Background: an optimization exercise with open tools, aiming at small area. Do not read the settings as production practice.
No activity file was given, so power comes from the tool's default toggle rates.

==> inputs of 02-05 <==
## SRRC_filter
module SRRC_filter (clk, reset, symb_in, symb_out);
	input clk, reset;
	input signed [7:0] symb_in;
	output reg signed [7:0] symb_out;
	reg [7:0] r1;
	reg [7:0] r2;
	reg [7:0] r3;
	reg [7:0] r4;
	reg [7:0] r5;
	reg [7:0] r6;
	reg [7:0] r7;
	reg [7:0] r8;
	reg [7:0] r9;
	reg [7:0] r10;
	reg [7:0] r11;
	reg [7:0] r12;
	reg [7:0] r13;
	reg [7:0] r14;
	reg [7:0] r15;
	reg [7:0] r16;
	reg [7:0] r17;
	reg [7:0] r18;
	reg [7:0] r19;
	reg [7:0] r20;
	reg [7:0] r21;
	wire [7:0] acc;
	wire nrst;
	wire [7:0] d1;
	wire [7:0] d2;
	wire [7:0] d3;
	wire [7:0] d4;
	wire [7:0] d5;
	wire [7:0] d6;
	wire [7:0] d7;
	wire [7:0] d8;
	wire [7:0] d9;
	wire [7:0] d10;
	wire [7:0] d11;
	wire [7:0] d12;
	wire [7:0] d13;
	wire [7:0] d14;
	wire [7:0] d15;
	wire [7:0] d16;
	wire [7:0] d17;
	wire [7:0] d18;
	wire [7:0] d19;
	wire [7:0] d20;
	wire [7:0] d21;
	wire s1;
	wire c2;
	wire s3;
	wire c4;
	wire s5;
	wire c6;
	wire s7;
	wire c8;
	wire s9;
	wire c10;
	wire s11;
	wire c12;
	wire s13;
	wire c14;
	wire s15;
	wire c16;
	wire s17;
	wire c18;
	wire s19;
	wire c20;
	wire s21;
	wire c22;
	wire s23;
	wire c24;
	wire s25;
	wire c26;
	wire s27;
	wire c28;
	wire s29;
	wire c30;
	wire s31;
	wire c32;
	wire s33;
	wire c34;
	wire s35;
	wire c36;
	wire s37;
	wire c38;
	wire s39;
	wire c40;
	wire s41;
	wire c42;
	wire s43;
	wire c44;
	wire s45;
	wire c46;
	wire s47;
	wire c48;
	wire s49;
	wire c50;
	wire s51;
	wire c52;
	wire s53;
	wire c54;
	wire s55;
	wire c56;
	wire s57;
	wire c58;
	wire s59;
	wire c60;
	wire s61;
	wire c62;
	wire s63;
	wire c64;
	wire s65;
	wire c66;
  ...
==> flow/config.mk <==
export PLATFORM = sky130hd
export DESIGN_NAME = SRRC_filter
export DESIGN_NICKNAME = SRRC_filter
export VERILOG_FILES = /design/flow/design.v
export SDC_FILE = /design/flow/constraint.sdc
export NUM_CORES = 4
export LEC_CHECK = 0
export CAP_MARGIN = 20
export CORE_MARGIN = 2
export CORE_UTILIZATION = 40
export CTS_BUF_LIST = sky130_fd_sc_hd__clkbuf_4 sky130_fd_sc_hd__clkbuf_8
export CTS_CLUSTER_DIAMETER = 100
export CTS_CLUSTER_SIZE = 30
export SLEW_MARGIN = 20
export SYNTH_HIERARCHICAL = 1
export SYNTH_MINIMUM_KEEP_SIZE = 0
==> flow/constraint.sdc <==
create_clock -name core_clock -period 10.0 [get_ports {clk}]
set_input_delay 2.0000 -clock core_clock [delete_from_list [all_inputs] [get_ports {clk}]]
set_output_delay 2.0000 -clock core_clock [all_outputs]
set_load 0.01 [all_outputs]
standard.sh (not shown) runs the stock make flow with config.mk's settings and CLKGATE_MAP_FILE= SYNTH_SCRIPT=/design/flow/synth_recipe.tcl, a recipe that flattens the netlist after the stock synthesis.
==> flow/flow/run.sh <==
#!/bin/bash
# The standard layout (standard.sh) with two changes:
#  * clock tree synthesis adds no dummy balancing loads on the leaves;
#  * the port buffers that buffer_ports inserts are buf_1 cells.
set -e
export CTS_ARGS="-sink_clustering_enable -repair_clock_nets -dont_use_dummy_load"
export BUFFER_PORTS_ARGS="-buffer_cell sky130_fd_sc_hd__buf_1"
bash standard.sh > standard.log 2>&1
==> 11-08: changes against 02-05 <==
CTS_BUF_LIST = sky130_fd_sc_hd__clkbuf_8   (was sky130_fd_sc_hd__clkbuf_4 sky130_fd_sc_hd__clkbuf_8)
CTS_CLUSTER_DIAMETER = not set   (was 100)
CTS_CLUSTER_SIZE = not set   (was 30)
==> summary of the runs <==
Clock skew is the same in 02-05 and 11-08.
In via count, 11-08 and 02-05 do not differ.
In non-clock buffer count, 02-05 and 11-08 do not differ.
In clock power, 11-08 and 02-05 hardly differ.
In global-route usage, 11-08 and 02-05 do not differ.
Maximum frequency is the same in 11-08 and 02-05.
In count of clock-buffer cells in the layout, 11-08 and 02-05 do not differ.
Register-to-register slack is about the same in 11-08 and 02-05.
Flip-flop and latch count is the same in 02-05 and 11-08.
Sequential power is about the same in 02-05 and 11-08.
==> figures <==
Result of the run: 02-05 no timing/DRC/antenna violations; 11-08 no timing/DRC/antenna violations
I/O pin count: 02-05 18; 11-08 18
Relative slew margins: 02-05 45.4%; 11-08 45.4%
Placed standard-cell area: 02-05 0.0137 mm²; 11-08 0.0137 mm²
Count of cells resized by post-cts repair: 02-05 0; 11-08 0
Length of routed met2 wiring: 02-05 14,800 µm; 11-08 14,800 µm
Logic inverters: 02-05 126; 11-08 126
Capturing element of the worst setup path: 02-05 symb_out[4]; 11-08 symb_out[4]
Maximum number of pins on one net before global-route repair: 02-05 76; 11-08 76
Arrival @ worst endpoint: 02-05 9740 ps; 11-08 9740 ps
Global route overflow: 02-05 0; 11-08 0
Kind of end point of the critical path: 02-05 register; 11-08 register
Internal Pwr Total: 02-05 2.09 mW; 11-08 2.09 mW
Topmost layer with routed signal wires: 02-05 met4; 11-08 met4
Largest vdd supply drop: 02-05 230 µV; 11-08 230 µV
Unrepaired setup endpoints after global routing: 02-05 false; 11-08 false
Final standard cell count with taps included and fillers excluded: 02-05 1,439; 11-08 1,439
Clock transition at the registers of the reported paths: 02-05 70 ps; 11-08 70 ps
Via count: 02-05 6,770; 11-08 6,770
Final RePlAce weighted congestion: 02-05 0.946; 11-08 0.946
Detailed router's first-iteration violation count: 02-05 441; 11-08 441
No run of this note included a check of the RTL's function; only the layout flow was run.

==> inputs of job 1204 <==
SRRC_filter again, from the RTL that the note above started with.
// SRRC_filter
module SRRC_filter (clk, reset, symb_in, symb_out);
	input clk, reset;
	input signed [7:0] symb_in;
	output reg signed [7:0] symb_out;
	reg [7:0] r1;
	reg [7:0] r2;
	reg [7:0] r3;
	reg [7:0] r4;
	reg [7:0] r5;
	reg [7:0] r6;
	reg [7:0] r7;
	reg [7:0] r8;
	reg [7:0] r9;
	reg [7:0] r10;
	reg [7:0] r11;
	reg [7:0] r12;
	reg [7:0] r13;
	reg [7:0] r14;
	reg [7:0] r15;
	reg [7:0] r16;
	reg [7:0] r17;
	reg [7:0] r18;
	reg [7:0] r19;
	reg [7:0] r20;
	reg [7:0] r21;
	wire [7:0] acc;
	wire nrst;
	wire [7:0] d1;
	wire [7:0] d2;
	wire [7:0] d3;
	wire [7:0] d4;
	wire [7:0] d5;
	wire [7:0] d6;
	wire [7:0] d7;
	wire [7:0] d8;
	wire [7:0] d9;
	wire [7:0] d10;
	wire [7:0] d11;
	wire [7:0] d12;
	wire [7:0] d13;
	wire [7:0] d14;
	wire [7:0] d15;
	wire [7:0] d16;
	wire [7:0] d17;
	wire [7:0] d18;
	wire [7:0] d19;
	wire [7:0] d20;
	wire [7:0] d21;
	wire s1;
	wire c2;
	wire s3;
	wire c4;
	wire s5;
	wire c6;
	wire s7;
	wire c8;
	wire s9;
	wire c10;
	wire s11;
	wire c12;
	wire s13;
	wire c14;
	wire s15;
	wire c16;
	wire s17;
	wire c18;
	wire s19;
	wire c20;
	wire s21;
	wire c22;
	wire s23;
	wire c24;
	wire s25;
	wire c26;
	wire s27;
	wire c28;
	wire s29;
	wire c30;
	wire s31;
	wire c32;
	wire s33;
	wire c34;
	wire s35;
	wire c36;
	wire s37;
	wire c38;
	wire s39;
	wire c40;
	wire s41;
	wire c42;
	wire s43;
	wire c44;
	wire s45;
	wire c46;
	wire s47;
	wire c48;
	wire s49;
  ...
export LEC_CHECK = 0
export CAP_MARGIN = 20
export CORE_MARGIN = 2
export CORE_UTILIZATION = 40
export CTS_BUF_LIST = sky130_fd_sc_hd__clkbuf_8
export CTS_CLUSTER_SIZE = 20
export SLEW_MARGIN = 20
export SYNTH_HIERARCHICAL = 1
export SYNTH_MINIMUM_KEEP_SIZE = 0
create_clock -name core_clock -period 10.0 [get_ports {clk}]
run.sh (not shown) runs the stock make flow with config.mk's settings and CLKGATE_MAP_FILE= SYNTH_SCRIPT=/design/flow/synth_recipe.tcl, a recipe that flattens the netlist after the stock synthesis.
Stock flow here: none of the scripts above is used.
==> job 9385: changes against job 1204 <==
Settings changed: CTS_BUF_LIST sky130_fd_sc_hd__clkbuf_8 to not set, CTS_CLUSTER_SIZE 20 to not set.
==> run notes <==
Run status: job 9385 complete, no violations; job 1204 complete, no violations
Part of the total power dissipated in the clock network: job 9385 19.4%; job 1204 15.6%
Length of routed met3 wiring: job 9385 1440 µm; job 1204 1570 µm
Switching Power: job 9385 1450 µW; job 1204 1430 µW
Clock skew after layout: job 9385 10.4 ps; job 1204 17.9 ps
Design area: job 9385 14500 µm²; job 1204 14300 µm²
Share of the final layout cell area in multi-input gates: job 9385 62.7%; job 1204 63.6%
WP data arrival: job 9385 9760 ps; job 1204 9780 ps
Via count of the first global-routing pass: job 9385 8060; job 1204 8073
Slew at the pin closest to its max-slew limit: job 9385 710 ps; job 1204 690 ps
WL met2: job 9385 14700 µm; job 1204 14600 µm
Hold slack final: job 9385 387 ps; job 1204 391 ps
Internal cell power: job 9385 2260 µW; job 1204 2110 µW
Function was not checked in any run of this note: the RTL went through the layout flow alone.

## static timing again, ports no longer ideal
Ports are ideal in the flow. The routed layouts listed here were re-timed in OpenROAD.
Step 1 sets driving cells, clkbuf_16 on the clock port and buf_2 on the other inputs (assumed; they add their load-dependent delay and slew).
Step 2 adds t to the input delays and takes it off the output delays; t is the mean of the earliest and latest rising clock arrival at the registers after step 1. Input paths then give back, and output paths get back, about the clock's delay inside the block.
Slacks: ideal ports / drivers / drivers and shift; pairs: ideal ports / drivers.
| run | shift t [ns] | setup WS [ns] | worst hold slack (ns) | worst setup path after step 2 | clock arrival spread, ns |
|---|---|---|---|---|---|
| 02-05 | 0.476 | 0.534 / 0.534 / 0.534 | 0.388 / 0.388 / 0.388 | register to register | 0.037 / 0.037 |
| 11-08 | 0.476 | 0.534 / 0.534 / 0.534 | 0.388 / 0.388 / 0.388 | register to register | 0.037 / 0.037 |
| job 1204 | 0.507 | 0.567 / 0.567 / 0.567 | 0.391 / 0.391 / 0.391 | register to register | 0.017 / 0.018 |
| job 9385 | 0.480 | 0.550 / 0.550 / 0.550 | 0.387 / 0.387 / 0.387 | register to register | 0.013 / 0.013 |
After both steps setup and hold are still met in every run listed.
